This is an optimization exercise on Yosys and OpenROAD, whose aim is small area, not a production implementation.
In this exercise RTL edits were held to simulation tests only and were not proved equivalent to the original.
Power figures rest on the tool's default switching activity, not on a simulated workload.

lane 1:
## three_phase_shape
module three_phase_shape(
    clk, rst, omega, phaseA, phaseB, phaseC, phaseAx, phaseBx, phaseCx, pwmA, pwmB, pwmC, countA, countB, countC);
input clk;
input rst;                            
input signed [15:0] omega;            
output phaseA, phaseB, phaseC;        
output signed [15:0] phaseAx, phaseBx, phaseCx;  
output pwmA, pwmB, pwmC;
output countA, countB, countC;
wire [17:0] g0, g1, g2;
assign phaseAx = {g0[17], g0[17:3]};
assign phaseBx = {g1[17], g1[17:3]};
assign phaseCx = {g2[17], g2[17:3]};
sd2 sd_A (.clk(clk), .rst(rst), .sd_in(phaseAx), .bs_out(phaseA));
sd2 sd_B (.clk(clk), .rst(rst), .sd_in(phaseBx), .bs_out(phaseB));
sd2 sd_C (.clk(clk), .rst(rst), .sd_in(phaseCx), .bs_out(phaseC));
modulator modulator_A (.clk(clk), .rst(rst), .sd_bs(phaseA), .pwm(pwmA));
modulator modulator_B (.clk(clk), .rst(rst), .sd_bs(phaseB), .pwm(pwmB));
modulator modulator_C (.clk(clk), .rst(rst), .sd_bs(phaseC), .pwm(pwmC));
counter_modulator modulator_c (.clk(clk), .rst(rst), .sd_a(phaseA), .sd_b(phaseB), .sd_c(phaseC),
                               .count_a(countA), .count_b(countB), .count_c(countC));
wire [15:0] om_n = ~omega;
integ #(.RST(18'h1ffff)) i0 (.clk(clk), .rst(rst), .omega(omega), .omega_n(om_n),
                             .up(phaseB & ~phaseC), .dn(~phaseB & phaseC), .g(g0));
integ #(.RST(18'h30000)) i1 (.clk(clk), .rst(rst), .omega(omega), .omega_n(om_n),
                             .up(phaseC & ~phaseA), .dn(~phaseC & phaseA), .g(g1));
integ #(.RST(18'h30000)) i2 (.clk(clk), .rst(rst), .omega(omega), .omega_n(om_n),
                             .up(phaseA & ~phaseB), .dn(~phaseA & phaseB), .g(g2));
endmodule
Size in the first run: roughly 1,100 cells after synthesis, roughly 75 I/O pins, ~11,000 sq um of cells after synthesis.
==> flow/config.mk <==
export PLATFORM = sky130hd
export DESIGN_NAME = three_phase_shape
export DESIGN_NICKNAME = three_phase_shape
export VERILOG_FILES = /design/flow/design.v
export SDC_FILE = /design/flow/constraint.sdc
export NUM_CORES = 4
export LEC_CHECK = 0
export CAP_MARGIN = 20
export CORE_MARGIN = 2
export CORE_UTILIZATION = 40
export CTS_BUF_LIST = sky130_fd_sc_hd__clkbuf_4
export CTS_CLUSTER_DIAMETER = 60
export CTS_CLUSTER_SIZE = 10
export SLEW_MARGIN = 20
==> flow/constraint.sdc <==
create_clock -name core_clock -period 10.0 [get_ports {clk}]
set_input_delay 2.0000 -clock core_clock [delete_from_list [all_inputs] [get_ports {clk}]]
set_output_delay 2.0000 -clock core_clock [all_outputs]
set_load 0.01 [all_outputs]
standard.sh (not shown) runs the stock make flow with config.mk's settings and CLKGATE_MAP_FILE= SYNTH_SCRIPT=/design/flow/synth_recipe.tcl, a recipe that flattens the netlist after the stock synthesis.
==> flow/flow/run.sh <==
#!/bin/bash
# Standard synthesis, then the combinational logic between the registers
# (and the adder cells) re-mapped by ABC for area, then the standard layout
# with the smallest buffer on the ports.  Registers, adder cells and their
# names are kept as the standard synthesis made them.
set -euo pipefail
export BUFFER_PORTS_ARGS="-buffer_cell sky130_fd_sc_hd__buf_1"
bash standard.sh synth > synth.log 2>&1

R=orfs/results/${FLOW_PLATFORM}/three_phase_shape/base
LIB=$FLOW_HOME/platforms/sky130hd/lib/sky130_fd_sc_hd__tt_025C_1v80.lib
YOSYS=$FLOW_HOME/../tools/install/yosys/bin/yosys
[[ -x $YOSYS ]] || YOSYS=yosys
DU=$(sed -n '/DONT_USE_CELLS/,/^$/p' $FLOW_HOME/platforms/sky130hd/config.mk | grep -o "sky130_fd_sc_hd__[a-z0-9_]*" | sed 's/^/-dont_use /' | tr '\n' ' ')
cp $R/1_2_yosys.v std_synth.v
cat > reopt.ys <<EOS
read_liberty -ignore_miss_func $LIB
blackbox sky130_fd_sc_hd__dfxtp_1 sky130_fd_sc_hd__fa_1 sky130_fd_sc_hd__ha_1 sky130_fd_sc_hd__conb_1
read_verilog std_synth.v
hierarchy -top $FLOW_TOP
flatten
opt_clean -purge
abc -liberty $LIB $DU -script +strash;&get,-n;&dch,-f;&nf,-R,1000;&put;
opt_clean -purge
insbuf -buf sky130_fd_sc_hd__buf_1 A X
hilomap -singleton -hicell sky130_fd_sc_hd__conb_1 HI -locell sky130_fd_sc_hd__conb_1 LO
opt_clean -purge
tee -o reopt_stat.txt stat -liberty $LIB $FLOW_TOP
write_verilog -noattr -noexpr -nohex -nodec -selected reopt.v
EOS
$YOSYS -s reopt.ys > reopt.log 2>&1
cp reopt.v $R/1_2_yosys.v
rm -f $R/1_synth.odb $R/1_synth.sdc
bash standard.sh > layout.log 2>&1
Lane 1 was carried through to the last stage, and its layout satisfied the timing, DRC and antenna checks.
Inputs modified between lane 1 and lane 2:
==> flow/flow/run.sh <==
#!/bin/bash
# Standard layout, but with the smallest buffer on the ports.
set -euo pipefail
export BUFFER_PORTS_ARGS="-buffer_cell sky130_fd_sc_hd__buf_1"
bash standard.sh synth > synth.log 2>&1
bash standard.sh > layout.log 2>&1
Results
In the metrics for lane 2 and lane 1, the one carrying the higher first-iteration detailed-routing DRC count is lane 2. Lane 1 -> lane 2: post-route clock period utilization flat. [compare] base=lane 1 new=lane 2: sequential share of layout area lost 0.40 points, power consumption lost about 2%, time the worst path needs with I/O delays and setup lost 0.0052 ns, clock buffer count lost 3.
#### Input delta (lane 3 over lane 2)
==> flow/flow/run.sh <==
#!/bin/bash
# Standard synthesis, then the combinational logic between the registers
# (and the adder cells) re-mapped by ABC for area, then the standard layout
# with the smallest buffer on the ports.  Registers, adder cells and their
# names are kept as the standard synthesis made them.
set -euo pipefail
export BUFFER_PORTS_ARGS="-buffer_cell sky130_fd_sc_hd__buf_1"
bash standard.sh synth > synth.log 2>&1

R=orfs/results/${FLOW_PLATFORM}/three_phase_shape/base
LIB=$FLOW_HOME/platforms/sky130hd/lib/sky130_fd_sc_hd__tt_025C_1v80.lib
YOSYS=$FLOW_HOME/../tools/install/yosys/bin/yosys
[[ -x $YOSYS ]] || YOSYS=yosys
DU=$(sed -n '/DONT_USE_CELLS/,/^$/p' $FLOW_HOME/platforms/sky130hd/config.mk | grep -o "sky130_fd_sc_hd__[a-z0-9_]*" | sed 's/^/-dont_use /' | tr '\n' ' ')
cp $R/1_2_yosys.v std_synth.v
cat > reopt.ys <<EOS
read_liberty -ignore_miss_func $LIB
blackbox sky130_fd_sc_hd__dfxtp_1 sky130_fd_sc_hd__fa_1 sky130_fd_sc_hd__ha_1 sky130_fd_sc_hd__conb_1
read_verilog std_synth.v
hierarchy -top $FLOW_TOP
flatten
opt_clean -purge
abc -liberty $LIB $DU -script +strash;&get,-n;&dch,-f;&nf,-R,1000;&put;
opt_clean -purge
insbuf -buf sky130_fd_sc_hd__buf_1 A X
hilomap -singleton -hicell sky130_fd_sc_hd__conb_1 HI -locell sky130_fd_sc_hd__conb_1 LO
opt_clean -purge
tee -o reopt_stat.txt stat -liberty $LIB $FLOW_TOP
write_verilog -noattr -noexpr -nohex -nodec -selected reopt.v
EOS
$YOSYS -s reopt.ys > reopt.log 2>&1
cp reopt.v $R/1_2_yosys.v
rm -f $R/1_synth.odb $R/1_synth.sdc
bash standard.sh > layout.log 2>&1
--- a/flow/config.mk
+++ b/flow/config.mk
@@ -11,4 +11,4 @@
 export CTS_BUF_LIST = sky130_fd_sc_hd__clkbuf_4
-export CTS_CLUSTER_DIAMETER = 60
-export CTS_CLUSTER_SIZE = 10
+export CTS_CLUSTER_DIAMETER = 40
+export CTS_CLUSTER_SIZE = 12
 export SLEW_MARGIN = 20
## What came out
Relative to lane 2, power density normalized to cell area increased by 6.5% in lane 3. There was hardly any difference in via count between lane 2 and lane 3. Looking at wire length, lane 3 sits 0.58% below lane 2. Lane 3 ends up with a share of the final layout cell area in multi-input gates that is 2.2 points lower than in lane 2.
## Diff of input files: lane 4 against lane 3
--- a/flow/config.mk
+++ b/flow/config.mk
@@ -10,5 +10,5 @@
 export CORE_UTILIZATION = 40
-export CTS_BUF_LIST = sky130_fd_sc_hd__clkbuf_4
-export CTS_CLUSTER_DIAMETER = 40
-export CTS_CLUSTER_SIZE = 12
+export CTS_BUF_LIST = sky130_fd_sc_hd__clkbuf_2 sky130_fd_sc_hd__clkbuf_4
+export CTS_CLUSTER_DIAMETER = 60
+export CTS_CLUSTER_SIZE = 8
 export SLEW_MARGIN = 20
## What came out
Clock network fraction of design power in lane 4 is 3.8 points below lane 3.
Going from lane 3 to lane 4, number of standard cells in the final layout excluding fillers decreased about 1.5%; post-layout total power fell by 4.6%; number of design rule violations left after detail routing saw little to no change; sequential power held; via count of the routed design went down about 0.9%.
From lane 3 to lane 4 the numbers moved as follows: routed wire length has decreased; cell-internal power has decreased.

==> afterwards: timing with drivers on the ports <==
The results above use ideal ports. As a check the final layouts listed here were re-extracted and re-timed, cells and wires unchanged.
Step 1, drivers: a clkbuf_16 drives clk and a buf_2 each remaining input, both assumed.
Step 2 moves the port delays by t, midway between the first and last clock arrival at a register: inputs arrive t later, outputs are due t later. That takes back most of the time a late clock gives input paths.
Slacks: ideal ports / drivers / drivers and shift; pairs: ideal ports / drivers.
run | t (ns) | setup slack, ns | hold slack, ns | pins driven straight from the clock port
lane 1 | 0.708 | 0.763 / 0.754 / 0.047 | 0.457 / 0.457 / 0.457 | 1
lane 2 | 0.697 | 0.768 / 0.744 / 0.047 | 0.444 / 0.444 / 0.444 | 1
lane 3 | 0.655 | 0.700 / 0.684 / 0.029 | 0.449 / 0.449 / 0.449 | 1
lane 4 | 0.659 | 0.697 / 0.691 / 0.031 | 0.447 / 0.447 / 0.447 | 1
After both steps setup and hold are still met in every run listed. The setup slack of lane 2, which loses most, moves by -0.024 ns with the drivers and by -0.721 ns with both steps.
